What follows belongs to an exercise in optimizing a design on an open flow for small area and a short achievable clock period; a production flow would make more cautious choices. At most, simulation tests tie the RTL to the original design; equivalence was not proved. No functional check of the RTL was part of run 1. Power figures rest on the tool's default switching activity, not on a simulated workload.

File: flow/config.mk
export PLATFORM = sky130hd
export DESIGN_NAME = topmodule
export DESIGN_NICKNAME = topmodule
export VERILOG_FILES = /design/flow/design.v
export SDC_FILE = /design/flow/constraint.sdc
export NUM_CORES = 8
export LEC_CHECK = 0
export CAP_MARGIN = 25
export CORE_MARGIN = 2
export CORE_UTILIZATION = 50
export PLACE_DENSITY = 0.7
export SLEW_MARGIN = 25
File: flow/constraint.sdc
create_clock -name core_clock -period 10.0 [get_ports {clk}]
set_input_delay 2.0000 -clock core_clock [delete_from_list [all_inputs] [get_ports {clk}]]
set_output_delay 2.0000 -clock core_clock [all_outputs]
set_load 0.01 [all_outputs]
File: flow/design.v
module topmodule (
	input clk, rst,
	output [31:0] PC_out, RD1, RD2,
	output wire [31:0] Inst,
	output REGWr,
	output [3:0] ALUCnt,
	output [31:0] ALUOutW, ReadDataW,
	input [31:0] InstrF,
	output [31:0] DataAdrM, WriteDataM,
	output MemWriteM,
	input [31:0] ReadDataM);
reg [31:0] pcF;                        
reg [31:0] instD;                      
reg [31:0] rd1E, rd2E, srcbE;          
reg [3:0]  alucE, condE, waE;          
reg [1:0]  flagwE;
reg        regwE, memwE, memtoregE, pcsE, blE;
reg [31:0] aluM, wdataM;               
reg [3:0]  waM;
reg        regwM, memwM, memtoregM, pcsM, blM;
reg [31:0] aluW, rdataW;               
reg        regwW, memtoregW, pcsW;
reg [3:0]  flagr;                      
reg        nzp, cvp;                   
reg        cM, vM;                     
reg [15:0] sel1, sel2;                 
reg [15:0] sel2h;                      
reg [14:0] valid;                      
reg [4:0]  amtD;                       
reg [1:0]  shD;                        
reg        alusrcD;                    
wire [479:0] rf;                       
assign PC_out     = pcF;
assign Inst       = instD;
assign RD1        = rd1E;
assign RD2        = rd2E;
assign ALUCnt     = alucE;
assign DataAdrM   = aluM;
assign WriteDataM = wdataM;
assign MemWriteM  = memwM;
assign ALUOutW    = aluW;
assign ReadDataW  = rdataW;
assign REGWr      = regwW;
genvar gi;
wire [31:0] pc4     = {pcF[31:2] + 30'd1, pcF[1:0]};
wire [31:0] resultW = memtoregW ? rdataW : aluW;
wire [31:0] pcnext  = pcsW ? resultW : pc4;
wire [31:0] instF = InstrF;
wire [14:0] wevec;
wire [14:0] vnext = valid | wevec;
wire        strF  = (instF[27:26] == 2'b01) & ~instF[20];
wire [3:0]  ra1F  = instF[19:16];
wire [3:0]  ra2F  = strF ? instF[15:12] : instF[3:0];
wire [15:0] oh2F;
generate
	for (gi = 0; gi < 16; gi = gi + 1) begin : g_oh2
		assign oh2F[gi] = strF ? (instF[15:12] == gi) : (instF[3:0] == gi);
	end
endgenerate
wire        bxF   = (instF[27:4] == 24'h12FFF1);
wire        dpF   = (instF[27:26] == 2'b00) & ~bxF;
wire [4:0]  shamtF = dpF ? instF[11:7] : 5'd0;
wire [1:0]  shF    = dpF ? instF[6:5]  : 2'd0;
always @(posedge clk) begin
	pcF     <= rst ? 32'd0 : pcnext;
	instD   <= rst ? 32'd0 : instF;
	sel1    <= rst ? 16'd0 : ((16'd1 << ra1F) & {1'b1, vnext});
	sel2    <= rst ? 16'd0 : ((16'd1 << ra2F) & {1'b1, vnext});
	sel2h   <= rst ? 16'd0 : (oh2F & {1'b1, vnext});
	valid   <= rst ? 15'd0 : vnext;
	shD     <= rst ? 2'd0 : shF;
	amtD    <= rst ? 5'd0 : ((shF == 2'b00) ? (5'd0 - shamtF) : shamtF);
	alusrcD <= ~rst & (dpF ? instF[25] : (instF[27:26] == 2'b01) | (instF[27:26] == 2'b10));
end
wire [1:0] op    = instD[27:26];
wire [3:0] cmd   = instD[24:21];
wire       sbit  = instD[20];
wire [3:0] rn    = instD[19:16];
wire [3:0] rd    = instD[15:12];
wire [3:0] rm    = instD[3:0];
wire isBX  = (instD[27:4] == 24'h12FFF1);
wire isDP  = (op == 2'b00) & ~isBX;
wire isMem = (op == 2'b01);
wire isSTR = isMem & ~instD[20];
wire isLDR = isMem &  instD[20];
wire isBr  = (op == 2'b10);
wire isBL  = isBr & instD[24];
wire isCMP = (cmd == 4'b1010);
wire regwD = (isDP & ~isCMP) | isLDR | isBL;
wire pcsD  = ((rd == 4'd15) & regwD) | isBr | isBX;
reg [3:0] alucD;
reg [1:0] flagwD;
always @* begin
	if (isDP) begin
		case (cmd)
		4'b0100: begin alucD = 4'b0100; flagwD = sbit ? 2'b11 : 2'b00; end
		4'b0010: begin alucD = 4'b0010; flagwD = sbit ? 2'b11 : 2'b00; end
		4'b0000: begin alucD = 4'b0000; flagwD = sbit ? 2'b10 : 2'b00; end
		4'b1100: begin alucD = 4'b1100; flagwD = sbit ? 2'b10 : 2'b00; end
		4'b1101: begin alucD = 4'b1101; flagwD = sbit ? 2'b10 : 2'b00; end
		4'b1010: begin alucD = 4'b0010; flagwD = 2'b11; end
		default: begin alucD = 4'b1101; flagwD = 2'b00; end
		endcase
	end else begin
		alucD  = (isBr | isBX) ? 4'b1101 : 4'b0100;
		flagwD = 2'b00;
	end
end
reg [31:0] rv1, rv2;
integer i;
always @* begin
	rv1 = {32{sel1[15]}} & pc4;
	rv2 = {{16{sel2h[15]}}, {16{sel2[15]}}} & pc4;
	for (i = 0; i < 15; i = i + 1) begin
		rv1 = rv1 | ({32{sel1[i]}} & rf[i*32 +: 32]);
		rv2 = rv2 | ({{16{sel2h[i]}}, {16{sel2[i]}}} & rf[i*32 +: 32]);
	end
end
reg [31:0] extimm;
always @* begin
	if (isMem)     extimm = {20'd0, instD[11:0]};
	else if (isBr) extimm = {{6{instD[23]}}, instD[23:0], 2'b00};
	else           extimm = {24'd0, instD[7:0]};
end
wire [31:0] srcb    = alusrcD ? extimm : rv2;
wire [31:0] srcx = srcb;
wire [4:0]  amt  = amtD;
wire [1:0]  sh   = shD;
wire        lsl  = (sh == 2'b00);
wire [31:0] r0   = amt[0] ? {srcx[0],    srcx[31:1]} : srcx;
wire [31:0] r1   = amt[1] ? {r0[1:0],   r0[31:2]}   : r0;
wire [31:0] r2   = amt[2] ? {r1[3:0],   r1[31:4]}   : r1;
wire [31:0] r3   = amt[3] ? {r2[7:0],   r2[31:8]}   : r2;
wire [31:0] r4   = amt[4] ? {r3[15:0],  r3[31:16]}  : r3;
wire [31:0] mr   = {32{1'b1}} >> amt;
wire [31:0] keep = (sh == 2'b11) ? {32{1'b1}} : (lsl ? (~mr | {32{amt == 5'd0}}) : mr);
wire        fill = (sh == 2'b10) & srcb[31];
wire [31:0] shifted = (r4 & keep) | ({32{fill}} & ~keep);
always @(posedge clk) begin
	rd1E  <= rst ? 32'd0 : rv1;
	rd2E  <= rst ? 32'd0 : rv2;
	srcbE <= shifted;
	waE   <= isBL ? 4'd14 : rd;
	blE   <= isBL;
	memtoregE <= isLDR;
	if (rst) begin
		alucE <= 4'd0; condE <= 4'd0; flagwE <= 2'd0;
		regwE <= 1'b0; memwE <= 1'b0; pcsE <= 1'b0;
	end else begin
		alucE <= alucD; condE <= instD[31:28]; flagwE <= flagwD;
		regwE <= regwD; memwE <= isSTR; pcsE <= pcsD;
	end
end
wire        isSub = alucE[1];
wire [31:0] bx    = srcbE ^ {32{isSub}};
wire [31:0] ag = rd1E & bx, ap = rd1E ^ bx;
reg  [31:0] G, P;
integer d, j, b;
always @* begin
	G = {ag[31:1], ag[0] | (ap[0] & isSub)};
	P = ap;
	for (d = 1; d < 32; d = d * 2)
		for (b = 0; b < 32; b = b + 1)
			if (b & d) begin
				j = (b & ~(d - 1)) - 1;        
				G[b] = G[b] | (P[b] & G[j]);
				P[b] = P[b] & P[j];
			end
end
wire [32:0] carry = {G, isSub};
wire [31:0] sum   = ap ^ carry[31:0];
wire opArith = ~alucE[3] & (alucE[2] | alucE[1]);
wire opOrr   = alucE[3] & ~alucE[0];
wire opMov   = alucE[3] &  alucE[0];
wire [31:0] aluout = opArith ? sum : ((ag & {32{~opMov}}) | (ap & {32{opOrr}}) | (bx & {32{opMov}}));
wire fC = isSub ? ~sum[31] : carry[32];
wire fV = (rd1E[31] == bx[31]) & (sum[31] != rd1E[31]);
wire [3:0] flags = {nzp ? aluM[31] : flagr[3],
                    nzp ? (aluM == 32'd0) : flagr[2],
                    cvp ? cM : flagr[1],
                    cvp ? vM : flagr[0]};
reg condex;
always @* begin
	case (condE)
	4'b0000: condex = flags[2];
	4'b0001: condex = ~flags[2];
	4'b0010: condex = flags[1];
	4'b0011: condex = ~flags[1];
	4'b0100: condex = flags[3];
	4'b0101: condex = ~flags[3];
	4'b0110: condex = flags[0];
	4'b0111: condex = ~flags[0];
	4'b1000: condex = ~flags[2] & flags[1];
	4'b1001: condex = flags[2] | ~flags[1];
	4'b1010: condex = ~(flags[3] ^ flags[0]);
	4'b1011: condex = flags[3] ^ flags[0];
	4'b1100: condex = ~flags[2] & ~(flags[3] ^ flags[0]);
	4'b1101: condex = flags[2] | (flags[3] ^ flags[0]);
	default: condex = 1'b1;
	endcase
end
always @(posedge clk) begin
	cM <= fC;
	vM <= fV;
	if (rst) begin
		flagr <= 4'd0; nzp <= 1'b0; cvp <= 1'b0;
	end else begin
		flagr <= flags;
		nzp   <= flagwE[1] & condex;
		cvp   <= flagwE[0] & condex;
	end
end
always @(posedge clk) begin
	wdataM    <= rd2E;
	waM       <= waE;
	blM       <= blE;
	memtoregM <= memtoregE;
	if (rst) begin
		aluM <= 32'd0; regwM <= 1'b0; memwM <= 1'b0; pcsM <= 1'b0;
	end else begin
		aluM  <= aluout;
		regwM <= regwE & condex;
		memwM <= memwE & condex;
		pcsM  <= pcsE & condex;
	end
end
wire [31:0] wd   = blM ? pcnext : (memtoregM ? ReadDataM : aluM);
generate
	for (gi = 0; gi < 15; gi = gi + 1) begin : g_rf
		wire wen = regwM & (waM == gi);
		assign wevec[gi] = wen;
		reg [31:0] r;
		always @(posedge clk)
			if (wen) r <= wd;
		assign rf[gi*32 +: 32] = r;
	end
endgenerate
always @(posedge clk) begin
	memtoregW <= memtoregM;
	if (rst) begin
		aluW <= 32'd0; rdataW <= 32'd0; regwW <= 1'b0; pcsW <= 1'b0;
	end else begin
		aluW <= aluM; rdataW <= ReadDataM; regwW <= regwM; pcsW <= pcsM;
	end
end
endmodule
File: flow/flow/run.sh
#!/bin/bash
set -euo pipefail
cd "$(dirname "$0")/.."
bash standard.sh \
  "BUFFER_PORTS_ARGS=-buffer_cell sky130_fd_sc_hd__buf_1" \
  MATCH_CELL_FOOTPRINT=0 \
  SETUP_SLACK_MARGIN=6.4 \
  "CTS_ARGS=-sink_clustering_enable -repair_clock_nets -dont_use_dummy_load -sink_clustering_size 15 -sink_clustering_max_diameter 50 -buf_list sky130_fd_sc_hd__clkbuf_8" \
  finish > flow_make.log 2>&1
File: flow/standard.sh
#!/bin/bash
# synth_recipe.tcl (not shown) runs the flow's synth.tcl, then flattens the netlist and writes it again
# the make line also repeats each setting of config.mk as NAME=value (left out here)
make -C /OpenROAD-flow-scripts/flow DESIGN_CONFIG=/design/flow/config.mk WORK_HOME=/design/flow/orfs CLKGATE_MAP_FILE= SYNTH_SCRIPT=/design/flow/synth_recipe.tcl "${@:-finish}"
==> impl_metrics.toml, run 1 <==
[power_and_ir_drop]
power_density_nw_per_um2 = 150.4
p_leak_nw = 15.00
peakVddDrop_mv = 0.09067

[synth]
async_reset_ff_frac = 0
synthCells = 3495
synth.area.top_cells = "edfxtp_1 37%, dfxtp_1 20%, a22oi_1 6.6%, nor2b_1 2.3%, nor2_1 2.2%"
synth-simple-area-share = 0.1297
synth-seq-cells = 878
yosys.area_share.adder = 0.01399
synth_warnings = 1
syn-num-nets = 3602
synth_mux_area_frac = 0.04425
synth_top_family_by_area = "compound AO/OA/AOI/OAI gates"
synth_area_um2 = 39360
synthXorXnorAreaFrac = 0.01824
ys.flop_type = "edfxtp_1"
yosysTopAreaCell = "edfxtp_1"
synth-compound-area-share = 0.1946
synth_cell_types = 93
synth_edf_count = 480
synth.avg_cell_area_um2 = 11.26
yosysTopAreaCellShare = 0.3662
yosysSeqAreaShare = 0.5686

[critical_path]
reg2reg_slack_ns = 6.33
cp.arrival_ns = 4.24
critical_path_required_ns = 10.57
cp_max_fo = 16
critPathKind = "register to register"
start_kind = "register"
cp-end-kind = "register"

[clock_tree]
cts_sinks = 878
root_buffer = "clkbuf_8"
htree_num_levels = 3
ctsLongestPathBuffers = 3
cts.reportedPaths.clkPinSlew_ns = 0.10
insertion_delay_ns = 0.76
cts_buffers = 92
tritoncts = "done"
cts_hold_buf = 0

[sta]
maxSlewHeadroom = 0.2449
tightestPinTransition_ns = 1.133
tns_ns = 0
holdWs_ns = 0.3023
clock_skew_ns = 0.09589
rsz0062_at_grt = "true"
timing.fmax_mhz = 272.7
fin_crit_ns = 3.667
setup_ws_ns = 6.333
hold_viol_final = 0
setup_viol = 0
slew_violations = 0
period_share = 0.3667

[die]
start_util = 0.5065
die_y_um = 284.6
ios = 328
die_area_um2 = 80990
core_um2 = 77720
row_count = 102
die_w_um = 284.6

[place]
gp_congestion = 1.023
portBuffers = 327
pre_cts_ws_ns = 5.511
hpwl_mm = 107.8

[finish]
drive_gt1_frac = 0.1132
nNetsFinal = 3891
areaGrowthSynthToFinish_pct = 11.14

[route]
vias = 34250
post_drt_wl_per_cell_um = 34.08
dr.pass1.iters = 9
drt-total-wl_mm = 164.5
ant_nets = 0
drc = 0
drt_iter0_drc = 6452
vias_per_cell = 7.096

[global_route]
antenna_found_initial = 6
grt_pass1_vias = 32170
gr-usage-all-layers = 0.3936
grt_max_degree = 186
overflow = 0
grt_pass1_wl_mm = 230.1

[hold_path]
holdCritPathClass = "register to register"

[run]
cap_violations = 0

[status]
status = "complete, no violations"
[timing repair]
item	in CTS	in global routing
buffers inserted	7	11
resized for setup	50	60
pin swaps	4	8
setup endpoints to repair	150	57
[placed cells by master (no fill, tap or decap), types with 92 or more instances in the layout]
cell type,netlist,layout
a21oi_1,141,126
buf_4,4,128
clkbuf_8,0,92
a22oi_1,344,344
nor2_1,229,209
nand3_1,101,96
dfxtp_1,398,376
nand2_1,193,192
nor2b_1,143,143
edfxtp_1,480,480
buf_1,21,325
[worst max-delay path, stage by stage, from the launching register on]
cell      delay [ns]
dfxtp_1         0.32
buf_4           0.25
a222oi_1        0.38
nand3_1         0.20
o31ai_1         0.56
a31oi_1         0.22
a21oi_2         0.24
o211ai_1        0.21
mux2_2          0.35
mux4_2          0.46
mux2_4          0.26
[per-stage QoR]
| step | util | instances | instance area [um2] | total power [mW] |
|---|---|---|---|---|
| after floorplan | - | 3495 | 39370 | 4.375 |
| after global placement | 0.5382 | 4709 | 41830 | 4.628 |
| after detailed placement | 0.5385 | 4711 | 41850 | 4.631 |
| after CTS | 0.5579 | 4810 | 43360 | 6.551 |
| after global routing | 0.5628 | 4824 | 43740 | 6.761 |
| final | 0.5629 | 4827 | 43750 | 6.581 |
[registers in the layout, indices dropped and copies added, names as in the netlist, 4 cells and up]
| name | count |
|---|---|
| waM | 4 |
| srcbE | 32 |
| rd1E | 32 |
| alucE | 4 |
| waE | 4 |
| sel1 | 16 |
| rd2E | 32 |
| pcF | 32 |
| valid | 15 |
| amtD | 5 |
| rdataW | 32 |
| instD | 32 |
| condE | 4 |
| g_rf.r | 480 |
| sel2 | 16 |
| flagr | 4 |
| sel2h | 16 |
| wdataM | 32 |
| aluW | 32 |
| aluM | 32 |
[logic make-up after synthesis]
group	Yosys count
AO/OA/AOI/OAI	1054
flip-flops	878
buffers and inverters	305
multiplexers	140
adder cells (fa/ha/maj)	41
XOR/XNOR	82
AND/OR/NAND/NOR	995
[report_power, final]
group | total [mW] | switching, mW | internal [mW]
Combinational | 0.640 | 0.435 | 0.206
Sequential | 3.95 | 0.0737 | 3.88
Clock | 1.99 | 1.17 | 0.814
Total | 6.58 | 1.68 | 4.90
[cell type report]
cell class,instances,area [um2]
fill,6649,33970
sequential,878,22430
multi-input combinational,2312,16310
timing repair buffer,462,2285
tap,1040,1301
clock buffer,92,1266
inverter,38,142.6
antenna,5,12.51
[cell usage after synthesis, types with 7 or more instances]
library cell / number
o221ai_1: 30
nor2_1: 229
a31oi_1: 43
o21a_1: 42
buf_2: 23
nor3b_1: 7
nand2_1: 193
and2_1: 15
or3_1: 20
inv_1: 37
dfxtp_1: 398
mux2i_1: 84
o31ai_1: 10
nand4_1: 74
a221oi_1: 45
a21oi_1: 141
nand2b_1: 31
o211ai_1: 17
buf_1: 21
mux4_2: 23
or2_2: 8
o21ai_0: 93
a22oi_1: 344
nand3b_1: 8
mux2_2: 30
nand3_1: 101
a222oi_1: 59
a22o_1: 30
and3_1: 38
nor2b_1: 143
xnor2_1: 22
xor2_1: 60
edfxtp_1: 480
clkbuf_1: 214
nor4_1: 26
a211oi_1: 74
nor3_1: 65
ha_1: 36
o22ai_1: 30
a21o_1: 18
[metal layers]
metal  wire (um)  up-vias  GRT usage
li1            -    14110          -
met1       56270    16290     0.4979
met2       69460     3144     0.5773
met3       25740      707     0.1287
met4       13030        2     0.2572
met5          20        -          0
[path summary, 6_finish.rpt]
kind | from | to | depth (start not counted)
worst max-delay path | sel2h[6] | srcbE[29] | 10
worst min-delay path | memtoregE | memtoregM | 0
worst max register to register | sel2h[6] | srcbE[29] | 10
worst min register to register | memtoregE | memtoregM | 0
==> inputs of run 2 (changes only) <==
--- a/flow/design.v
+++ b/flow/design.v
@@ -26,3 +26,2 @@
 reg [15:0] sel1, sel2;                 
-reg [15:0] sel2h;                      
 reg [14:0] valid;                      
@@ -43,3 +42,2 @@
 assign REGWr      = regwW;
-genvar gi;
 wire [31:0] pc4     = {pcF[31:2] + 30'd1, pcF[1:0]};
@@ -53,8 +51,2 @@
 wire [3:0]  ra2F  = strF ? instF[15:12] : instF[3:0];
-wire [15:0] oh2F;
-generate
-	for (gi = 0; gi < 16; gi = gi + 1) begin : g_oh2
-		assign oh2F[gi] = strF ? (instF[15:12] == gi) : (instF[3:0] == gi);
-	end
-endgenerate
 wire        bxF   = (instF[27:4] == 24'h12FFF1);
@@ -68,3 +60,2 @@
 	sel2    <= rst ? 16'd0 : ((16'd1 << ra2F) & {1'b1, vnext});
-	sel2h   <= rst ? 16'd0 : (oh2F & {1'b1, vnext});
 	valid   <= rst ? 15'd0 : vnext;
@@ -108,2 +99,3 @@
 end
+genvar gi;
 reg [31:0] rv1, rv2;
@@ -112,6 +104,6 @@
 	rv1 = {32{sel1[15]}} & pc4;
-	rv2 = {{16{sel2h[15]}}, {16{sel2[15]}}} & pc4;
+	rv2 = {32{sel2[15]}} & pc4;
 	for (i = 0; i < 15; i = i + 1) begin
 		rv1 = rv1 | ({32{sel1[i]}} & rf[i*32 +: 32]);
-		rv2 = rv2 | ({{16{sel2h[i]}}, {16{sel2[i]}}} & rf[i*32 +: 32]);
+		rv2 = rv2 | ({32{sel2[i]}} & rf[i*32 +: 32]);
 	end
==> flow/flow/run.sh (replaced) <==
#!/bin/bash
set -euo pipefail
cd "$(dirname "$0")/.."
bash standard.sh \
  "BUFFER_PORTS_ARGS=-buffer_cell sky130_fd_sc_hd__buf_1" \
  MATCH_CELL_FOOTPRINT=0 \
  SETUP_SLACK_MARGIN=6.85 \
  "CTS_ARGS=-sink_clustering_enable -repair_clock_nets -dont_use_dummy_load -sink_clustering_size 18 -sink_clustering_max_diameter 60 -buf_list sky130_fd_sc_hd__clkbuf_8" \
  finish > flow_make.log 2>&1
==> run 2 against run 1 <==
Against the previous run:
- core utilization up 7.1 points
- non-clock buffer count grew 236
- cell area up 10%
==> impl_metrics.toml, run 2 <==
[route]
ant_nets = 0
post_drt_wl_per_cell_um = 34.77
drt-total-wl_mm = 172.3
dr.pass1.iters = 10
vias = 35490
drc = 0
vias_per_cell = 7.164
drt_iter0_drc = 5962

[synth]
synth_edf_count = 480
yosysTopAreaCell = "edfxtp_1"
synth-seq-cells = 862
yosysTopAreaCellShare = 0.3745
synthCells = 3405
synth.avg_cell_area_um2 = 11.30
synthTopCellsByCount = "480 x edfxtp_1, 382 x dfxtp_1, 341 x a22oi_1, 242 x nor2_1, 192 x nand2_1"
ys.flop_type = "edfxtp_1"
synth.area.top_cells = "edfxtp_1 37%, dfxtp_1 20%, a22oi_1 6.7%, mux2i_1 2.5%, nor2_1 2.4%"
synth_most_common_cell = "edfxtp_1"
synth_area_um2 = 38490
syn-num-nets = 3512
async_reset_ff_frac = 0
yosysSeqAreaShare = 0.5732
synth_cell_types = 90
synth_warnings = 1

[status]
status = "complete, no violations"

[global_route]
gr-usage-all-layers = 0.4154
grt_pass1_vias = 32930
grt_pass1_wl_mm = 235.7
antenna_found_initial = 10
grt_max_degree = 82
overflow = 0

[clock_tree]
cts_hold_buf = 0
htree_num_levels = 2
cts_buffers = 58
insertion_delay_ns = 0.82
cts_sinks = 862
root_buffer = "clkbuf_8"
cts.reportedPaths.clkPinSlew_ns = 0.11
ctsLongestPathBuffers = 3
tritoncts = "done"

[finish]
final_util = 0.6337
final_cell_area_um2 = 48210
nNetsFinal = 4030
layout_commonest_cell = "edfxtp_1"
fillers = 5607
post_layout_nonfiller_instances = 4954
drive_gt1_frac = 0.3076
regMostFlops = "g_rf.r"
areaGrowthSynthToFinish_pct = 25.26
largest_reg_flops = 480
final_cell_mix = "480 x edfxtp_1, 338 x a22oi_1, 314 x buf_4"

[critical_path]
critical_path_required_ns = 10.59
crit_family = "simple AND/OR/NAND/NOR gates"
max_stage_delay_ns = 0.56
cp.arrival_ns = 4.03
cpMaxStageDelayCell = "a311oi_4"
cp-end-kind = "register"
start_kind = "register"
cp_max_fo = 7
critPathKind = "register to register"
cp_cell_sequence = "buf_12 > a222oi_1 > and3_1 > nand4_1 > a311oi_4 > buf_4 > and2_4 > o41ai_4 > o22ai_2 > o31ai_1 > or3_1"
cp.buffers_inverters = 2

[run]
cap_violations = 0

[sta]
fin_crit_ns = 3.433
period_share = 0.3433
clock_skew_ns = 0.1366
holdWs_ns = 0.3289
tns_ns = 0
slew_violations = 0
hold_viol_final = 0
setup_ws_ns = 6.567
rsz0062_at_grt = "true"
maxSlewHeadroom = 0.2161
tightestPinTransition_ns = 1.169
setup_viol = 0
timing.fmax_mhz = 291.3

[place]
gp_congestion = 1.043
placed_cells = 4618
hpwl_mm = 100.3
pre_cts_ws_ns = 5.506
portBuffers = 327
placed_area_um2 = 40980

[power_and_ir_drop]
report.power.total_mw = 6.335
power_density_nw_per_um2 = 131.4
p_leak_nw = 17.59
peakVddDrop_mv = 0.1167

[die]
row_count = 101
core_um2 = 76080
die_w_um = 281.4
start_util = 0.5059
die_area_um2 = 79210
ios = 328
die_y_um = 281.4

[hold_path]
holdCritPathClass = "register to register"
run 2: cell types whose count changed after synthesis, moves of 12 or more:
cell,before,now
mux2_2,30,17
xnor2_1,22,41
buf_1,21,44
nor2_1,229,242
and3_1,38,24
mux2i_1,84,98
o21ai_0,93,75
dfxtp_1,398,382
clkbuf_1,214,180
mux4_2,23,9
nor3_1,65,53
run 2: cells by family after synthesis:
family | after synthesis | synth area share
muxes | 125 | 0.03631
AOI/OAI and AO/OA | 1033 | 0.1959
DFF | 862 | 0.5732
buffers and inverters | 279 | 0.02799
adders and majority gates | 41 | 0.01430
xor gates and xnor gates | 98 | 0.02230
and+or+nand+nor | 967 | 0.1300
run 2: area by class of cell:
class,count,area [um2],area share
multi-input combinational,2265,16740,0.3472
clock buffer,58,798.3,0.01656
tap,1030,1289,0.02673
timing repair buffer,698,6523,0.1353
sequential,862,22700,0.4708
antenna,3,7.507,0.0001557
timing repair inverter,1,7.507,0.0001557
inverter,37,146.4,0.003037
run 2: metal layers:
layer / GRT usage / up-vias / share of wire
met5: 0.0006105 / - / 0.00015
met4: 0.2915 / 4 / 0.089
met3: 0.1350 / 924 / 0.15
met2: 0.6275 / 3416 / 0.43
met1: 0.5034 / 16940 / 0.33
li1: - / 14210 / -
run 2: repair_timing:
item / 4_1_cts / 5_1_grt
endpoints found under the hold margin: 0 / 0
cloned: 13 / 4
pin swaps: 35 / 66
gates resized for setup: 1313 / 157
endpoints found under the setup margin: 506 / 364
buffers inserted: 186 / 72
run 2: worst paths after layout:
| check | end | slack (ns) | depth (start not counted) | from |
|---|---|---|---|---|
| min reg2reg | blM | 0.33 | 0 | blE |
| min | blM | 0.33 | 0 | blE |
| max reg2reg | srcbE[7] | 6.57 | 11 | sel2[1] |
| max | srcbE[7] | 6.57 | 11 | sel2[1] |
run 2: power by group:
group / total (mW) / internal [mW] / switching, mW
Sequential: 3.87 / 3.80 / 0.0714
Clock: 1.60 / 0.518 / 1.08
Combinational: 0.859 / 0.328 / 0.531
==> inputs of run 3 (changes only) <==
--- a/flow/flow/run.sh
+++ b/flow/flow/run.sh
@@ -6,3 +6,3 @@
   MATCH_CELL_FOOTPRINT=0 \
-  SETUP_SLACK_MARGIN=6.85 \
+  SETUP_SLACK_MARGIN=6.7 \
   "CTS_ARGS=-sink_clustering_enable -repair_clock_nets -dont_use_dummy_load -sink_clustering_size 18 -sink_clustering_max_diameter 60 -buf_list sky130_fd_sc_hd__clkbuf_8" \
==> run 3 against run 2 <==
Against the previous run:
- synthesized cell count stayed put
- critical path type is now input pin to register
- die area stayed put
- power is 0.25% lower
- cell area is 8.4% lower
- sequential share of layout area is 3.5 points higher
- highest routed layer unchanged
==> impl_metrics.toml, run 3 <==
[synth]
syn-num-nets = 3512
synth_area_um2 = 38490
yosysSeqAreaShare = 0.5732
synth_cell_types = 90
async_reset_ff_frac = 0
yosysTopAreaCellShare = 0.3745
synth-seq-cells = 862
synth_most_common_cell = "edfxtp_1"
synth_warnings = 1
synth_edf_count = 480
synth.area.top_cells = "edfxtp_1 37%, dfxtp_1 20%, a22oi_1 6.7%, mux2i_1 2.5%, nor2_1 2.4%"
yosysTopAreaCell = "edfxtp_1"
synthCells = 3405
synthTopCellsByCount = "480 x edfxtp_1, 382 x dfxtp_1, 341 x a22oi_1, 242 x nor2_1, 192 x nand2_1"
synth.avg_cell_area_um2 = 11.30
ys.flop_type = "edfxtp_1"

[critical_path]
start_kind = "input pin"
cp.buffers_inverters = 2
critPathKind = "input pin to register"
cp_max_fo = 145
cpMaxStageDelayCell = "nor3_1"
max_stage_delay_ns = 0.61
cp.arrival_ns = 3.96
cp-end-kind = "register"
critical_path_required_ns = 10.54
crit_family = "simple AND/OR/NAND/NOR gates"
cp_cell_sequence = "clkbuf_4 > buf_12 > nand2b_1 > nor3_1"

[die]
start_util = 0.5059
die_area_um2 = 79210
die_w_um = 281.4
core_um2 = 76080
row_count = 101
die_y_um = 281.4
ios = 328

[global_route]
grt_max_degree = 146
grt_pass1_vias = 31200
grt_pass1_wl_mm = 221.1
gr-usage-all-layers = 0.3893
overflow = 0
antenna_found_initial = 7

[finish]
multi_input_area_um2 = 16260
final_cell_area_um2 = 44160
final_cell_mix = "480 x edfxtp_1, 340 x a22oi_1, 273 x buf_1"
seq_area_um2 = 22340
largest_reg_flops = 480
fillers = 6383
nNetsFinal = 3863
regMostFlops = "g_rf.r"
final_util = 0.5805
post_layout_nonfiller_instances = 4787
drive_gt1_frac = 0.1678
layout_commonest_cell = "edfxtp_1"
areaGrowthSynthToFinish_pct = 14.75

[sta]
holdWs_ns = 0.3115
hold_viol_final = 0
fin_crit_ns = 3.422
tns_ns = 0
rsz0062_at_grt = "true"
setup_viol = 0
timing.fmax_mhz = 292.2
tightestPinTransition_ns = 1.081
period_share = 0.3422
setup_ws_ns = 6.578
maxSlewHeadroom = 0.2750
clock_skew_ns = 0.1225
slew_violations = 0

[status]
status = "complete, no violations"

[clock_tree]
tritoncts = "done"
insertion_delay_ns = 0.73
cts.reportedPaths.clkPinSlew_ns = 0.11
cts_buffers = 68
ctsLongestPathBuffers = 3
root_buffer = "clkbuf_8"
cts_sinks = 862
cts_hold_buf = 0
htree_num_levels = 3

[place]
placed_area_um2 = 40930
placed_cells = 4612
portBuffers = 327
hpwl_mm = 100.6
pre_cts_ws_ns = 5.746
gp_congestion = 1.009

[route]
post_drt_wl_per_cell_um = 33.37
drc = 0
ant_nets = 0
drt-total-wl_mm = 159.8
drt_iter0_drc = 6464
dr.pass1.iters = 10
vias = 33920
vias_per_cell = 7.086

[power_and_ir_drop]
p_leak_nw = 15.36
power.share.clock = 0.272
p_sw_mw = 1.657
peakVddDrop_mv = 0.08943
p_int_mw = 4.662
comb_power_share = 0.112
report.power.total_mw = 6.320
switching_share = 0.2623
pwr-share-seq = 0.616
power_density_nw_per_um2 = 143.1

[hold_path]
holdCritPathClass = "register to register"

[run]
cap_violations = 0
==> run 3: cell families after synthesis <==
logic type                 count (synthesis)  synth area share
xor gates and xnor gates                  98           0.02230
muxes                                    125           0.03631
adders and majority gates                 41           0.01430
buffers and inverters                    279           0.02799
DFF                                      862            0.5732
and+or+nand+nor                          967            0.1300
AOI/OAI and AO/OA                       1033            0.1959
==> run 3: path summary, 6_finish.rpt <==
path            start  depth (start not counted)  slack [ns]          to
max reg2reg   sel2[4]                         11        6.66   srcbE[27]
min          rd2E[25]                          0        0.31  wdataM[25]
max               rst                          4        6.58    sel2[13]
min reg2reg  rd2E[25]                          0        0.31  wdataM[25]
==> run 3: layout make-up <==
class / count / area share
antenna: 3 / 0.0001700
inverter: 37 / 0.003315
sequential: 862 / 0.5058
timing repair buffer: 522 / 0.07227
clock buffer: 68 / 0.02119
multi-input combinational: 2265 / 0.3681
tap: 1030 / 0.02918
==> run 3: worst register-to-register path: cells and delay by family, from the launching register on <==
| family | cells | cell delay (ns) |
|---|---|---|
| flops | 1 | 0.32 |
| mux | 1 | 0.23 |
| buf+inv | 1 | 0.24 |
| compound gates | 6 | 1.77 |
| simple gates | 3 | 0.59 |
==> run 3: power by group through the flow <==
stage	Clock, mW	Combinational (mW)	Sequential, mW
5_1_grt	1.84	0.741	3.89
3_5_place_dp	0	0.622	3.98
2_1_floorplan	0	0.387	3.95
4_1_cts	1.72	0.660	3.89
6_report	1.72	0.708	3.89
3_3_place_gp	0	0.617	3.98
==> run 3: what timing repair did <==
action,4_1_cts,5_1_grt
setup endpoints to repair,304,65
pin swaps,25,42
buffers inserted,65,31
gates cloned,4,2
resized for setup,346,108
==> run 3: metal layers <==
metal | track usage | part of all wire
met1 | 0.4845 | 0.34
met5 | 0 | 0.00043
met2 | 0.5820 | 0.43
met3 | 0.1347 | 0.16
met4 | 0.2411 | 0.077
==> inputs of run 4 (changes only) <==
--- a/flow/flow/run.sh
+++ b/flow/flow/run.sh
@@ -6,3 +6,3 @@
   MATCH_CELL_FOOTPRINT=0 \
-  SETUP_SLACK_MARGIN=6.7 \
+  SETUP_SLACK_MARGIN=6.68 \
   "CTS_ARGS=-sink_clustering_enable -repair_clock_nets -dont_use_dummy_load -sink_clustering_size 18 -sink_clustering_max_diameter 60 -buf_list sky130_fd_sc_hd__clkbuf_8" \
==> run 4 against run 3 <==
Against the previous run:
- power barely moved
- sequential share of layout area fell by 0.14 points
- clock skew barely moved
- critical endpoint unchanged
- largest cell class unchanged
- maximum frequency rose by 0.52%
- synthesized area did not move
- first-iteration DRC count fell by 1.1%
- combinational power fell by 0.7%
- critical path depth did not move
- worst setup slack improved by 0.018 ns
- via count fell by 0.34%
- global-route usage fell by 0.11 points
==> impl_metrics.toml, run 4 <==
[status]
status = "complete, no violations"

[sta]
hold_viol_final = 0
timing.fmax_mhz = 293.8
rsz0062_at_grt = "true"
tightestPinTransition_ns = 1.127
clock_skew_ns = 0.1223
setup_ws_ns = 6.596
fin_crit_ns = 3.404
period_share = 0.3404
setup_viol = 0
tns_ns = 0
slew_violations = 0
maxSlewHeadroom = 0.2444

[clock_tree]
cts.reportedPaths.clkPinSlew_ns = 0.11
htree_num_levels = 3
ctsLongestPathBuffers = 3
root_buffer = "clkbuf_8"
insertion_delay_ns = 0.72
cts_buffers = 68
cts_sinks = 862
tritoncts = "done"

[die]
ios = 328
die_y_um = 281.4
die_area_um2 = 79210
start_util = 0.5059
core_um2 = 76080
row_count = 101
die_w_um = 281.4

[synth]
synthTopCellsByCount = "480 x edfxtp_1, 382 x dfxtp_1, 341 x a22oi_1, 242 x nor2_1, 192 x nand2_1"
synthCells = 3405
synth.area.top_cells = "edfxtp_1 37%, dfxtp_1 20%, a22oi_1 6.7%, mux2i_1 2.5%, nor2_1 2.4%"
synth.avg_cell_area_um2 = 11.30
ys.flop_type = "edfxtp_1"
synth_cell_types = 90
synth-seq-cells = 862
yosysTopAreaCellShare = 0.3745
async_reset_ff_frac = 0
synth_warnings = 1
synth_area_um2 = 38490
synth_edf_count = 480
synth_most_common_cell = "edfxtp_1"
yosysSeqAreaShare = 0.5732
yosysTopAreaCell = "edfxtp_1"
syn-num-nets = 3512

[route]
dr.pass1.iters = 13
drt-total-wl_mm = 160.7
wirelength_met1_mm = 54.50
drt_iter0_drc = 6391
post_drt_wl_per_cell_um = 33.51
vias_per_cell = 7.050
ant_nets = 0
drc = 0
vias = 33810
dr.max_layer_used = "met5"
wl_met3_mm = 25.34
wl_met2_mm = 68.34

[global_route]
grt_pass1_vias = 31170
overflow = 0
grt_max_degree = 146
grt_pass1_wl_mm = 220.7
antenna_found_initial = 7
gr-usage-all-layers = 0.3882

[critical_path]
start_kind = "input pin"
crit_family = "simple AND/OR/NAND/NOR gates"
critPathKind = "input pin to register"
cp.arrival_ns = 3.95
cpMaxStageDelayCell = "nor3_1"
critical_path_required_ns = 10.55
max_stage_delay_ns = 0.58
reg2reg_depth = 12
cp_cell_sequence = "clkbuf_4 > buf_12 > nand2b_1 > nor3_1"
cp.buffers_inverters = 2
cp-end-kind = "register"
cp_max_fo = 145
path_depth = 4

[finish]
largest_reg_flops = 480
final_util = 0.5810
nNetsFinal = 3871
areaGrowthSynthToFinish_pct = 14.85
drive_gt1_frac = 0.1667
final_cell_mix = "480 x edfxtp_1, 337 x a22oi_1, 281 x buf_1"
layout_commonest_cell = "edfxtp_1"
regMostFlops = "g_rf.r"
post_layout_nonfiller_instances = 4795

[power_and_ir_drop]
report.power.total_mw = 6.321
p_sw_mw = 1.659
pwr-share-seq = 0.616
power.share.clock = 0.273
comb_power_share = 0.111
switching_share = 0.2624
peakVddDrop_mv = 0.09905
p_leak_nw = 15.41
p_int_mw = 4.662
power_density_nw_per_um2 = 143.0

[place]
portBuffers = 327
placed_cells = 4612
hpwl_mm = 100.6
pre_cts_ws_ns = 5.746
gp_congestion = 1.009

[run]
cap_violations = 0

[hold_path]
hold_path_depth = 0
holdCritPathClass = "register to register"
==> run 4: kinds of logic (layout without fill, tap and decap cells) <==
kind of cell / count (synthesis) / in the layout / share of synthesized area
buffers and inverters: 279 / 635 / 0.02799
AO/OA/AOI/OAI: 1033 / 1033 / 0.1959
other: 0 / 3 / 0
XOR/XNOR: 98 / 98 / 0.02230
multiplexers: 125 / 125 / 0.03631
AND/OR/NAND/NOR: 967 / 968 / 0.1300
adder cells (fa/ha/maj): 41 / 41 / 0.01430
flip-flops: 862 / 862 / 0.5732
==> run 4: per-layer routing <==
layer,up-vias,GRT usage
met5,-,0
met3,739,0.1370
met1,16050,0.4810
met4,12,0.2403
met2,3110,0.5808
li1,13900,-
==> run 4: worst paths after layout <==
check	to	startpoint	slack (ns)
worst max-delay path	sel2[13]	rst	6.60
worst min-delay path	wdataM[25]	rd2E[25]	0.32
worst max register to register	srcbE[7]	sel2[14]	6.62
worst min register to register	wdataM[25]	rd2E[25]	0.32
==> run 4: per-stage QoR <==
step	hold slack, ns	cell area, um2
6_report	0.3178	44200
5_1_grt	0.3183	44200
4_1_cts	0.3204	43170
3_5_place_dp	0.3120	40930
3_3_place_gp	0.3111	40900
2_1_floorplan	0.3096	38510
==> run 4: cell type report <==
class,instances,area [um2]
Timing Repair Buffer,530,3257
Fill cell,6351,31870
Multi-Input combinational cell,2265,16270
Antenna cell,3,7.507
Clock buffer,68,935.9
Sequential cell,862,22300
Inverter,37,146.4
Tap cell,1030,1289
==> run 4: power groups by stage <==
| stage | combinational (mW) | clock [mW] | sequential [mW] |
|---|---|---|---|
| after global routing | 0.737 | 1.84 | 3.90 |
| after detailed placement | 0.622 | 0 | 3.98 |
| after CTS | 0.653 | 1.72 | 3.89 |
| after floorplan | 0.387 | 0 | 3.95 |
| after global placement | 0.617 | 0 | 3.98 |
| final | 0.703 | 1.72 | 3.90 |
==> run 4: what timing repair did <==
item / CTS / global route
setup endpoints to repair: 275 / 70
hold buffers: 0 / 0
pin swaps: 22 / 53
resized for setup: 292 / 125
cloned: 4 / 4
buffers inserted: 55 / 48
==> inputs of run 5 (changes only) <==
--- a/flow/flow/run.sh
+++ b/flow/flow/run.sh
@@ -6,3 +6,3 @@
   MATCH_CELL_FOOTPRINT=0 \
-  SETUP_SLACK_MARGIN=6.68 \
+  SETUP_SLACK_MARGIN=6.4 \
   "CTS_ARGS=-sink_clustering_enable -repair_clock_nets -dont_use_dummy_load -sink_clustering_size 18 -sink_clustering_max_diameter 60 -buf_list sky130_fd_sc_hd__clkbuf_8" \
==> run 5 against run 4 <==
Against the previous run:
- core utilization fell by 2.2 points
- sequential power barely moved
- count of clock-buffer cells in the layout fell by 8
- sequential share of layout area rose by 1.5 points
- hold slack got worse by 0.0016 ns
- sequential cell count did not move
- power fell by 1.9%
- critical path depth rose by 7
- global-route usage fell by 0.60 points
- register-to-register slack got worse by 0.21 ns
- critical endpoint is now srcbE[7]
- largest power group unchanged
==> impl_metrics.toml, run 5 <==
[finish]
regMostFlops = "g_rf.r"
post_layout_nonfiller_instances = 4703
largest_reg_flops = 480
fillers = 6488
seq_area_um2 = 22100
multi_input_area_um2 = 15910
layout_commonest_cell = "edfxtp_1"
nNetsFinal = 3778
areaGrowthSynthToFinish_pct = 10.50
drive_gt1_frac = 0.09894
final_cell_mix = "480 x edfxtp_1, 353 x dfxtp_1, 341 x a22oi_1"

[sta]
setup_ws_ns = 6.407
period_share = 0.3593
setup_viol = 0
clock_skew_ns = 0.1442
hold_viol_final = 0
slew_violations = 0
fin_crit_ns = 3.593
tightestPinTransition_ns = 1.133
maxSlewHeadroom = 0.2428
rsz0062_at_grt = "true"
tns_ns = 0
timing.fmax_mhz = 278.3

[route]
post_drt_wl_per_cell_um = 33.27
dr.pass1.iters = 7
vias = 33110
drt-total-wl_mm = 156.5
drc = 0
ant_nets = 0
drt_iter0_drc = 5459
vias_per_cell = 7.040

[synth]
syn-num-nets = 3512
synth.area.top_cells = "edfxtp_1 37%, dfxtp_1 20%, a22oi_1 6.7%, mux2i_1 2.5%, nor2_1 2.4%"
synth_most_common_cell = "edfxtp_1"
synth_warnings = 1
synth_area_um2 = 38490
async_reset_ff_frac = 0
synth-seq-cells = 862
yosysTopAreaCellShare = 0.3745
ys.flop_type = "edfxtp_1"
synthCells = 3405
synthTopCellsByCount = "480 x edfxtp_1, 382 x dfxtp_1, 341 x a22oi_1, 242 x nor2_1, 192 x nand2_1"
yosysTopAreaCell = "edfxtp_1"
synth_cell_types = 90
synth.avg_cell_area_um2 = 11.30
yosysSeqAreaShare = 0.5732
synth_edf_count = 480

[clock_tree]
root_buffer = "clkbuf_8"
cts.reportedPaths.clkPinSlew_ns = 0.11
ctsLongestPathBuffers = 3
cts_sinks = 862
cts_buffers = 60
tritoncts = "done"
insertion_delay_ns = 0.81
htree_num_levels = 2
cts_hold_buf = 0

[critical_path]
start_kind = "register"
max_stage_delay_ns = 0.45
cp.arrival_ns = 4.18
cp_max_fo = 30
cp.buffers_inverters = 1
cp-end-kind = "register"
cp_cell_sequence = "buf_4 > a222oi_1 > nand3_2 > nor4_2 > o2bb2ai_1 > mux2i_2 > nor3_1 > or3_1 > o21ai_2 > nor2_1 > or3_1"
crit_family = "simple AND/OR/NAND/NOR gates"
critical_path_required_ns = 10.59
crit_path_frequent_cell = "or3_1"
critPathKind = "register to register"
cpMaxStageDelayCell = "or3_1"

[die]
ios = 328
die_area_um2 = 79210
row_count = 101
start_util = 0.5059
core_um2 = 76080
die_y_um = 281.4
die_w_um = 281.4

[power_and_ir_drop]
power_density_nw_per_um2 = 145.9
p_sw_mw = 1.633
pwr-share-seq = 0.628
p_int_mw = 4.570
peakVddDrop_mv = 0.09975
p_leak_nw = 14.50
comb_power_share = 0.110
switching_share = 0.2632
power.share.clock = 0.263

[global_route]
grt_pass1_vias = 30470
gr-usage-all-layers = 0.3822
overflow = 0
antenna_found_initial = 9
grt_max_degree = 86
grt_pass1_wl_mm = 217.7

[status]
status = "complete, no violations"

[place]
portBuffers = 327
hpwl_mm = 100.8
gp_congestion = 1.075
pre_cts_ws_ns = 5.471
placed_cells = 4616

[hold_path]
holdCritPathClass = "register to register"

[run]
cap_violations = 0
run 5: kinds of logic (layout without fill, tap and decap cells):
group / after synthesis / in the layout / share of synthesized area
mux: 125 / 125 / 0.03631
flops: 862 / 862 / 0.5732
simple gates: 967 / 967 / 0.1300
buf+inv: 279 / 543 / 0.02799
other cells: 0 / 4 / 0
fa+ha+maj: 41 / 41 / 0.01430
compound gates: 1033 / 1033 / 0.1959
xor+xnor: 98 / 98 / 0.02230
run 5: what timing repair did:
| item | in CTS | in global routing |
|---|---|---|
| buffers inserted | 13 | 8 |
| pin swaps | 6 | 13 |
| cloned | 0 | 1 |
| setup endpoints to repair | 150 | 129 |
| gates resized for setup | 47 | 76 |
run 5: through the flow:
step / power (mW) / hold slack, ns / cell area (um2) / util
after floorplan: 4.339 / 0.3096 / 38490 / -
final: 6.203 / 0.3161 / 42530 / 0.5590
after detailed placement: 4.608 / 0.3136 / 40950 / 0.5383
after global routing: 6.352 / 0.3453 / 42530 / 0.5590
after CTS: 6.162 / 0.3306 / 42060 / 0.5529
after global placement: 4.604 / 0.3102 / 40910 / 0.5378
run 5: per-layer routing:
| metal | track usage | up-vias | wire [um] |
|---|---|---|---|
| met5 | 0.01343 | - | 290 |
| met4 | 0.2410 | 10 | 12050 |
| met3 | 0.1286 | 725 | 23910 |
| met2 | 0.5610 | 2922 | 66100 |
| met1 | 0.4839 | 15740 | 54140 |
| li1 | - | 13710 | - |
run 5: final timing paths:
| check | start | to | slack [ns] | cells after the start |
|---|---|---|---|---|
| worst max-delay path | sel2[9] | srcbE[7] | 6.41 | 11 |
| worst min-delay path | rd2E[14] | wdataM[14] | 0.32 | 0 |
| worst max register to register | sel2[9] | srcbE[7] | 6.41 | 11 |
| worst min register to register | rd2E[14] | wdataM[14] | 0.32 | 0 |
run 5: final cells by class:
type                       instances  share of cell area
antenna                            4           0.0002354
clock buffer                      60             0.01942
inverter                          37            0.003354
multi-input combinational       2264              0.3740
sequential                       862              0.5196
tap                             1030             0.03030
timing repair buffer             446             0.05313
run 5: power groups by stage:
stage          Clock, mW  Combinational [mW]  Sequential, mW
2_1_floorplan          0               0.387            3.95
3_3_place_gp           0               0.634            3.97
3_5_place_dp           0               0.638            3.97
4_1_cts             1.63               0.644            3.89
5_1_grt             1.74               0.714            3.90
6_report            1.63               0.681            3.89
==> inputs of run 6 (changes only) <==
--- a/flow/flow/run.sh
+++ b/flow/flow/run.sh
@@ -6,3 +6,3 @@
   MATCH_CELL_FOOTPRINT=0 \
-  SETUP_SLACK_MARGIN=6.4 \
+  SETUP_SLACK_MARGIN=6.55 \
   "CTS_ARGS=-sink_clustering_enable -repair_clock_nets -dont_use_dummy_load -sink_clustering_size 18 -sink_clustering_max_diameter 60 -buf_list sky130_fd_sc_hd__clkbuf_8" \
==> run 6 against run 5 <==
Against the previous run:
- clock power hardly changed
- non-clock buffer count is 31 higher
- sequential power hardly changed
- hold slack better by 0.0042 ns
- via count is 1.5% higher
- core utilization is 1.2 points higher
- critical path type unchanged
- cell area is 2.1% higher
- critical endpoint is now srcbE[27]
- still clean
- power is 0.65% higher
- clock skew is 0.0040 ns lower
- final cell count is 0.70% higher
- global-route usage is 0.40 points higher
- first-iteration DRC count is 0.75% higher
==> impl_metrics.toml, run 6 <==
[status]
status = "complete, no violations"

[finish]
multi_input_area_um2 = 16310
final_cell_mix = "480 x edfxtp_1, 338 x a22oi_1, 316 x dfxtp_1"
regMostFlops = "g_rf.r"
drive_gt1_frac = 0.1357
areaGrowthSynthToFinish_pct = 12.86
seq_area_um2 = 22190
fillers = 6372
layout_commonest_cell = "edfxtp_1"
nNetsFinal = 3809
largest_reg_flops = 480

[power_and_ir_drop]
peakVddDrop_mv = 0.1016
p_leak_nw = 14.88
power_density_nw_per_um2 = 143.7

[synth]
synth_warnings = 1
synth-seq-cells = 862
async_reset_ff_frac = 0
yosysTopAreaCell = "edfxtp_1"
synthCells = 3405
synthTopCellsByCount = "480 x edfxtp_1, 382 x dfxtp_1, 341 x a22oi_1, 242 x nor2_1, 192 x nand2_1"
synth.area.top_cells = "edfxtp_1 37%, dfxtp_1 20%, a22oi_1 6.7%, mux2i_1 2.5%, nor2_1 2.4%"
yosys.area_share.adder = 0.01430
yosysTopAreaCellShare = 0.3745
syn-num-nets = 3512
synth_most_common_cell = "edfxtp_1"
yosysSeqAreaShare = 0.5732
synth.avg_cell_area_um2 = 11.30
synthXorXnorAreaFrac = 0.02230
synth_cell_types = 90
synth-simple-area-share = 0.1300
ys.flop_type = "edfxtp_1"
synth_top_family_by_area = "compound AO/OA/AOI/OAI gates"
synth_mux_area_frac = 0.03631
synth_edf_count = 480
synth_area_um2 = 38490
synth-compound-area-share = 0.1959

[clock_tree]
root_buffer = "clkbuf_8"
cts_buffers = 60
insertion_delay_ns = 0.82
ctsLongestPathBuffers = 3
cts.reportedPaths.clkPinSlew_ns = 0.11
cts_hold_buf = 0
tritoncts = "done"
htree_num_levels = 2
cts_sinks = 862

[die]
ios = 328
core_um2 = 76080
row_count = 101
die_area_um2 = 79210
start_util = 0.5059
die_y_um = 281.4
die_w_um = 281.4

[critical_path]
cp.arrival_ns = 4.06
cp-end-kind = "register"
cp_max_fo = 24
critical_path_required_ns = 10.60
start_kind = "register"
critPathKind = "register to register"

[hold_path]
holdCritPathClass = "register to register"

[sta]
slew_violations = 0
timing.fmax_mhz = 289.2
hold_viol_final = 0
tns_ns = 0
rsz0062_at_grt = "true"
period_share = 0.3458
setup_viol = 0
fin_crit_ns = 3.458
clock_skew_ns = 0.1403
maxSlewHeadroom = 0.2352
setup_ws_ns = 6.542
holdWs_ns = 0.3204
tightestPinTransition_ns = 1.144

[global_route]
grt_max_degree = 86
antenna_found_initial = 6
grt_pass1_vias = 30690
gr-usage-all-layers = 0.3861
grt_pass1_wl_mm = 219.8
overflow = 0

[route]
dr.pass1.iters = 10
drt_iter0_drc = 5500
vias = 33600
post_drt_wl_per_cell_um = 33.46
drt-total-wl_mm = 158.5
drc = 0
ant_nets = 0
vias_per_cell = 7.095

[place]
hpwl_mm = 100.8
gp_congestion = 1.075
portBuffers = 327
pre_cts_ws_ns = 5.471

[run]
cap_violations = 0
run 6: changes by cell type in the layout (fill, tap and decap cells not counted), moves of 4 or more:
cell and delta:
buf_4 +19, dfxtp_1 -37, buf_1 -18, xor2_2 +9
clkbuf_2 +17, and4_1 -4, dfxtp_2 +18, clkbuf_16 +4
o21ai_1 -5, xor2_1 -12, buf_12 +4, dfxtp_4 +19
buf_6 +5
run 6: where the power goes:
group	internal [mW]	switching (mW)	total [mW]
registers	3.82	0.0728	3.89
logic	0.230	0.481	0.711
clock network	0.534	1.11	1.64
total	4.58	1.66	6.24
run 6: path summary, 6_finish.rpt:
kind	cells past startpoint	start	slack, ns	to
worst max-delay path	13	sel2[0]	6.54	srcbE[27]
worst min-delay path	0	rd2E[14]	0.32	wdataM[14]
worst max register to register	13	sel2[0]	6.54	srcbE[27]
worst min register to register	0	rd2E[14]	0.32	wdataM[14]
run 6: layout make-up:
cell class,count,area share
flip-flops and latches,862,0.5109
multi-input cells,2264,0.3755
repair buffers,477,0.06132
well taps,1030,0.02967
clock buffers,60,0.01901
inverters,37,0.003284
diodes,6,0.0003457
run 6: routing by layer:
| metal | GRT usage | vias up | part of all wire |
|---|---|---|---|
| li1 | - | 13760 | - |
| met1 | 0.4858 | 16040 | 0.35 |
| met2 | 0.5626 | 3047 | 0.42 |
| met3 | 0.1331 | 746 | 0.15 |
| met4 | 0.2568 | 4 | 0.082 |
| met5 | 0.007326 | - | 0.0013 |
run 6: cell families after synthesis:
kind of cell | count (synthesis)
mux | 125
fa+ha+maj | 41
simple gates | 967
xor+xnor | 98
flops | 862
compound gates | 1033
buf+inv | 279
run 6: stage by stage:
step / util / instance area, um2 / instances / total power, mW
CTS: 0.5592 / 42540 / 4704 / 6.177
detailed placement: 0.5383 / 40950 / 4616 / 4.608
global route: 0.5709 / 43430 / 4733 / 6.385
finish: 0.5710 / 43440 / 4736 / 6.243
floorplan: - / 38490 / 3405 / 4.339
global placement: 0.5378 / 40910 / 4616 / 4.604
run 6: worst max-delay path, cell delays in order, from the launching register on:
cell and delay (ns):
dfxtp_1 0.33, buf_4 0.20, buf_8 0.23, a22o_1 0.24
a221oi_1 0.22, nand4_1 0.12, buf_4 0.19, or3_1 0.48
a32oi_1 0.27, o41ai_2 0.14, o22ai_1 0.31, mux2_2 0.23
nor2_1 0.04, a211o_1 0.24
run 6: what timing repair did:
item,4_1_cts,5_1_grt
gates cloned,3,2
endpoints found under the setup margin,255,87
pin swaps,10,35
hold endpoints to repair,0,0
gates resized for setup,155,131
buffers inserted,25,23
==> inputs of run 7 (changes only) <==
--- a/flow/flow/run.sh
+++ b/flow/flow/run.sh
@@ -6,3 +6,3 @@
   MATCH_CELL_FOOTPRINT=0 \
-  SETUP_SLACK_MARGIN=6.55 \
+  SETUP_SLACK_MARGIN=6.62 \
   "CTS_ARGS=-sink_clustering_enable -repair_clock_nets -dont_use_dummy_load -sink_clustering_size 18 -sink_clustering_max_diameter 60 -buf_list sky130_fd_sc_hd__clkbuf_8" \
--- a/flow/config.mk
+++ b/flow/config.mk
@@ -10,3 +10,3 @@
 export CORE_UTILIZATION = 50
-export PLACE_DENSITY = 0.7
+export PLACE_DENSITY = 0.75
 export SLEW_MARGIN = 25
==> run 7 against run 6 <==
Against the previous run:
- critical path depth shrank 1
- clock skew shrank 0.063 ns
- synthesized cell count is the same
- final cell count is essentially flat
- register-to-register slack gained 0.05 ns
- global-route usage shrank 1.0 points
- via count shrank 0.29%
- critical path type unchanged
- largest cell class unchanged
==> impl_metrics.toml, run 7 <==
[sta]
period_share = 0.3408
fin_crit_ns = 3.408
holdWs_ns = 0.3305
rsz0062_at_grt = "true"
timing.fmax_mhz = 293.4
slew_violations = 0
tns_ns = 0
clock_skew_ns = 0.07720
setup_viol = 0
tightestPinTransition_ns = 1.225
setup_ws_ns = 6.592
maxSlewHeadroom = 0.1786
hold_viol_final = 0

[synth]
synth_warnings = 1
syn-num-nets = 3512
synth_top_family_by_area = "compound AO/OA/AOI/OAI gates"
synth_most_common_cell = "edfxtp_1"
synth_cell_types = 90
synthXorXnorAreaFrac = 0.02230
synth_edf_count = 480
synth.area.top_cells = "edfxtp_1 37%, dfxtp_1 20%, a22oi_1 6.7%, mux2i_1 2.5%, nor2_1 2.4%"
synth.avg_cell_area_um2 = 11.30
yosys.area_share.adder = 0.01430
synth-seq-cells = 862
synth-simple-area-share = 0.1300
synthCells = 3405
synth-compound-area-share = 0.1959
synth_mux_area_frac = 0.03631
yosysTopAreaCell = "edfxtp_1"
yosysSeqAreaShare = 0.5732
async_reset_ff_frac = 0
yosysTopAreaCellShare = 0.3745
synth_area_um2 = 38490
synthTopCellsByCount = "480 x edfxtp_1, 382 x dfxtp_1, 341 x a22oi_1, 242 x nor2_1, 192 x nand2_1"
ys.flop_type = "edfxtp_1"

[hold_path]
holdCritPathClass = "register to register"

[clock_tree]
cts_sinks = 862
insertion_delay_ns = 0.72
cts.reportedPaths.clkPinSlew_ns = 0.11
ctsLongestPathBuffers = 3
tritoncts = "done"
cts_buffers = 66
htree_num_levels = 3
root_buffer = "clkbuf_8"

[finish]
final_cell_mix = "480 x edfxtp_1, 337 x a22oi_1, 315 x dfxtp_1"
areaGrowthSynthToFinish_pct = 12.81
regMostFlops = "g_rf.r"
largest_reg_flops = 480
layout_commonest_cell = "edfxtp_1"
post_layout_nonfiller_instances = 4733
drive_gt1_frac = 0.1361
nNetsFinal = 3811

[route]
post_drt_wl_per_cell_um = 32.54
drt-total-wl_mm = 154.0
vias_per_cell = 7.078
drc = 0
vias = 33500
drt_iter0_drc = 6659
dr.pass1.iters = 14
ant_nets = 0

[global_route]
grt_pass1_wl_mm = 215.7
grt_util_met3 = 0.1387
antenna_found_initial = 3
grt_max_degree = 151
use_met1 = 0.4614
top_usage_layer = "met2"
overflow = 0
grt_use_met2 = 0.5435
grt_pass1_vias = 30950
gr-usage-all-layers = 0.3760

[power_and_ir_drop]
p_leak_nw = 14.88
power_density_nw_per_um2 = 145.2
peakVddDrop_mv = 0.08758
report.power.total_mw = 6.304

[critical_path]
cp-end-kind = "register"
critPathKind = "register to register"
start_kind = "register"
cp_max_fo = 23
cpMaxStageDelayCell = "a311oi_4"
critical_path_required_ns = 10.56
cp.arrival_ns = 3.97
cp_cell_sequence = "buf_4 > buf_6 > a222oi_1 > and3_1 > nand4_1 > a311oi_4 > o21ai_1 > o21a_1 > o221ai_2 > o21ai_1 > and3_1 > or3_1"
max_stage_delay_ns = 0.48

[die]
start_util = 0.5059
ios = 328
core_um2 = 76080
row_count = 101
die_area_um2 = 79210
die_w_um = 281.4
die_y_um = 281.4

[place]
portBuffers = 327
gp_congestion = 1.072
pre_cts_ws_ns = 5.724
placed_cells = 4608
hpwl_mm = 97.74

[status]
status = "complete, no violations"

[run]
cap_violations = 0
-- run 7: cell counts after synthesis --
Identical to the previous run, type by type.
-- run 7: worst paths after layout --
kind	startpoint	to	slack [ns]	cells past startpoint
worst min register to register	waE[2]	waM[2]	0.33	0
worst min-delay path	waE[2]	waM[2]	0.33	0
worst max register to register	sel2[8]	srcbE[4]	6.59	12
worst max-delay path	sel2[8]	srcbE[4]	6.59	12
-- run 7: repair_timing --
action                                  in CTS  in global routing
pin swaps                                   11                 39
endpoints found under the setup margin     233                 71
hold buffers                                 0                  0
resized for setup                          161                126
buffers inserted                            30                 24
gates cloned                                 4                  0
-- run 7: final cells by class --
cell class / count / area (um2)
timing repair buffer: 473 / 2635
tap: 1030 / 1289
inverter: 37 / 138.9
sequential: 862 / 22210
antenna: 1 / 2.502
multi-input combinational: 2264 / 16240
clock buffer: 66 / 908.4
fill: 6289 / 32660
-- run 7: layer usage --
| metal | up-vias | part of all wire |
|---|---|---|
| li1 | 13750 | - |
| met1 | 15640 | 0.33 |
| met2 | 3265 | 0.41 |
| met3 | 852 | 0.16 |
| met4 | 2 | 0.093 |
| met5 | - | 0.00029 |
-- run 7: through the flow --
step / utilization / instance area [um2]
finish: 0.5707 / 43420
global route: 0.5707 / 43420
CTS: 0.5598 / 42580
detailed placement: 0.5374 / 40890
global placement: 0.5371 / 40860
floorplan: - / 38500
-- run 7: logic make-up after synthesis --
logic type                 after synthesis
AOI/OAI and AO/OA                     1033
and+or+nand+nor                        967
DFF                                    862
buffers and inverters                  279
muxes                                  125
xor gates and xnor gates                98
adders and majority gates               41
-- run 7: report_power, final --
part / internal [mW] / switching (mW)
clock: 0.595 / 1.10
combinational: 0.231 / 0.478
sequential: 3.82 / 0.0803
total: 4.65 / 1.66
-- run 7: critical path, delay by kind of cell (launching register included) --
kind	cells	cell delay (ns)
AOI/OAI and AO/OA	6	1.56
and+or+nand+nor	4	0.95
buffers and inverters	2	0.43
DFF	1	0.30
==> inputs of run 8 (changes only) <==
--- a/flow/config.mk
+++ b/flow/config.mk
@@ -10,3 +10,3 @@
 export CORE_UTILIZATION = 50
-export PLACE_DENSITY = 0.75
+export PLACE_DENSITY = 0.7
 export SLEW_MARGIN = 25
==> run 8 against run 7 <==
Against the previous run:
- still clean
- sequential power hardly changed
- synthesized cell count is the same
- cell area shrank 0.31%
- first-iteration DRC count shrank 8.1%
- count of clock-buffer cells in the layout decreased by 8
- maximum frequency is 0.28% lower
==> impl_metrics.toml, run 8 <==
[finish]
largest_reg_flops = 480
final_cell_mix = "480 x edfxtp_1, 339 x a22oi_1, 290 x buf_1"
nNetsFinal = 3810
drive_gt1_frac = 0.1437
final_cell_area_um2 = 43280
layout_commonest_cell = "edfxtp_1"
areaGrowthSynthToFinish_pct = 12.46
regMostFlops = "g_rf.r"

[die]
die_area_um2 = 79210
ios = 328
row_count = 101
die_w_um = 281.4
core_um2 = 76080
die_y_um = 281.4
start_util = 0.5059

[global_route]
grt_pass1_vias = 31000
gr-usage-all-layers = 0.3793
overflow = 0
grt_pass1_wl_mm = 216.3
antenna_found_initial = 7
grt_max_degree = 90

[critical_path]
crit_path_frequent_cell = "nor2_1"
cp-end-kind = "register"
reg2reg_slack_ns = 6.58
cpMaxStageDelayCell = "o31ai_2"
cp-startpoint = "sel2[13]"
reg2reg_to = "srcbE[4]"
critical_path_required_ns = 10.59
critPathKind = "register to register"
cp_max_fo = 24
start_kind = "register"
crit_end = "srcbE[4]"
reg2reg_from = "sel2[13]"
max_stage_delay_ns = 0.42
cp_cell_sequence = "buf_4 > buf_6 > a222oi_1 > nand3_1 > o31ai_2 > nand3_2 > o21ai_2 > nor2_1 > a211o_1 > mux2i_1 > nor2_1 > or3_1"
reg2reg_depth = 12
cp.arrival_ns = 4.01

[synth]
ys.flop_type = "edfxtp_1"
synth.area.top_cells = "edfxtp_1 37%, dfxtp_1 20%, a22oi_1 6.7%, mux2i_1 2.5%, nor2_1 2.4%"
synth.avg_cell_area_um2 = 11.30
synthCells = 3405
syn-num-nets = 3512
synth-seq-cells = 862
synth_cell_types = 90
synth_warnings = 1
async_reset_ff_frac = 0
synthTopCellsByCount = "480 x edfxtp_1, 382 x dfxtp_1, 341 x a22oi_1, 242 x nor2_1, 192 x nand2_1"
yosysSeqAreaShare = 0.5732
synth_area_um2 = 38490
yosysTopAreaCellShare = 0.3745
synth_edf_count = 480
yosysTopAreaCell = "edfxtp_1"
synth_most_common_cell = "edfxtp_1"

[sta]
hold_viol_final = 0
fin_crit_ns = 3.418
rsz0062_at_grt = "true"
slew_violations = 0
period_share = 0.3418
maxSlewHeadroom = 0.2189
tightestPinTransition_ns = 1.165
tns_ns = 0
timing.fmax_mhz = 292.6
setup_viol = 0
clock_skew_ns = 0.09160

[place]
placed_area_um2 = 40930
portBuffers = 327
hpwl_mm = 99.14
gp_congestion = 1.046

[route]
dr.pass1.iters = 9
vias_per_cell = 7.082
vias = 33530
drt-total-wl_mm = 156.0
drc = 0
ant_nets = 0
drt_iter0_drc = 6122
post_drt_wl_per_cell_um = 32.96

[clock_tree]
cts_hold_buf = 0
root_buffer = "clkbuf_8"
htree_num_levels = 2
ctsLongestPathBuffers = 3
cts_buffers = 58
insertion_delay_ns = 0.77
cts.reportedPaths.clkPinSlew_ns = 0.11
tritoncts = "done"
cts_sinks = 862

[power_and_ir_drop]
power_density_nw_per_um2 = 143.1
p_leak_nw = 14.89
peakVddDrop_mv = 0.08140
report.power.total_mw = 6.193

[run]
cap_violations = 0

[hold_path]
holdCritPathClass = "register to register"

[status]
status = "complete, no violations"
[run 8: cell counts after synthesis]
Identical to the previous run, type by type.
[run 8: metrics by stage]
stage	setup slack (ns)	cells	hold WS, ns	utilization
finish	6.582	4735	0.3083	0.5689
global route	6.505	4732	0.3127	0.5688
CTS	6.593	4708	0.3032	0.5608
detailed placement	5.694	4617	0.3138	0.5380
global placement	5.820	4617	0.3110	0.5378
floorplan	6.591	3405	0.3096	-
[run 8: cell families (layout without fill, tap and decap cells)]
| family | after synthesis | in the layout | synth area share |
|---|---|---|---|
| muxes | 125 | 125 | 0.03631 |
| AOI/OAI and AO/OA | 1033 | 1033 | 0.1959 |
| adders and majority gates | 41 | 41 | 0.01430 |
| and+or+nand+nor | 967 | 967 | 0.1300 |
| other | 0 | 4 | 0 |
| DFF | 862 | 862 | 0.5732 |
| buffers and inverters | 279 | 575 | 0.02799 |
| xor gates and xnor gates | 98 | 98 | 0.02230 |
[run 8: timing repair]
| item | CTS | global route |
|---|---|---|
| setup buffers | 29 | 23 |
| setup endpoints to repair | 268 | 84 |
| gates resized for setup | 228 | 108 |
| pin swaps | 13 | 16 |
| cloned | 4 | 0 |
[run 8: power by group]
part           internal, mW  total [mW]  switching (mW)
Clock                 0.517        1.60            1.09
Combinational         0.228       0.695           0.467
Sequential             3.82        3.90          0.0782
[run 8: worst min path at each step]
| stage | start | endpoint | slack [ns] | depth (start not counted) |
|---|---|---|---|---|
| finish | memtoregE | memtoregM | 0.31 | 0 |
| floorplan | blE | blM | 0.31 | 0 |
| global placement | blE | blM | 0.31 | 0 |
| CTS | memtoregE | memtoregM | 0.30 | 0 |
| detailed placement | blE | blM | 0.31 | 0 |
| global route | memtoregE | memtoregM | 0.31 | 0 |
[run 8: critical path: cells and delay by family, from the launching register on]
kind,cells,cell delay [ns]
flip-flops,1,0.33
AND/OR/NAND/NOR,5,0.95
buffers and inverters,2,0.43
AO/OA/AOI/OAI,4,1.30
multiplexers,1,0.23
[run 8: layout make-up]
| cell class | instances | area (um2) |
|---|---|---|
| diodes | 4 | 10.01 |
| clock buffers | 58 | 798.3 |
| fillers | 6385 | 32790 |
| inverters | 37 | 138.9 |
| multi-input cells | 2264 | 16070 |
| flip-flops and latches | 862 | 22300 |
| well taps | 1030 | 1289 |
| repair buffers | 480 | 2680 |
[run 8: layer usage]
layer / wire length (um) / GRT usage
met5: 132 / 0.01038
met4: 13150 / 0.2606
met3: 24300 / 0.1205
met2: 65850 / 0.5628
met1: 52610 / 0.4715

[re-timing with driven ports]
The results above use ideal ports. As a check the final layouts listed here were re-extracted and re-timed, cells and wires unchanged. Step 1 sets driving cells, clkbuf_16 on the clock port and buf_2 on the other inputs (assumed; they add their load-dependent delay and slew). Step 2 also shifts input and output timing later by t, the mid clock arrival at the registers, as if the neighbouring blocks saw the same clock. a / b / c = ideal / step 1 / step 2; a / b = the first two.
| run | t, ns | slack for setup (ns) | latest minus earliest clock arrival (ns) | worst slew at a driven data input, ns | cell pins on the clock port's net |
|---|---|---|---|---|---|
| run 1 | 0.774 | 6.333 / 6.313 / 5.826 | 0.096 / 0.096 | 0.05 | 1 |
| run 2 | 0.820 | 6.567 / 6.567 / 6.089 | 0.137 / 0.137 | 0.14 | 1 |
| run 3 | 0.733 | 6.578 / 6.621 / 5.888 | 0.123 / 0.122 | 0.05 | 1 |
| run 4 | 0.731 | 6.596 / 6.620 / 5.907 | 0.123 / 0.122 | 0.05 | 1 |
| run 5 | 0.805 | 6.407 / 6.367 / 5.877 | 0.144 / 0.144 | 0.07 | 1 |
| run 6 | 0.820 | 6.542 / 6.491 / 5.925 | 0.141 / 0.141 | 0.07 | 1 |
| run 7 | 0.750 | 6.592 / 6.542 / 5.967 | 0.077 / 0.077 | 0.05 | 1 |
| run 8 | 0.791 | 6.582 / 6.540 / 6.001 | 0.094 / 0.093 | 0.06 | 1 |
After both steps every run listed still meets setup and hold. The setup slack of run 3, which loses most, moves by +0.043 ns with the drivers and by -0.690 ns with both steps.
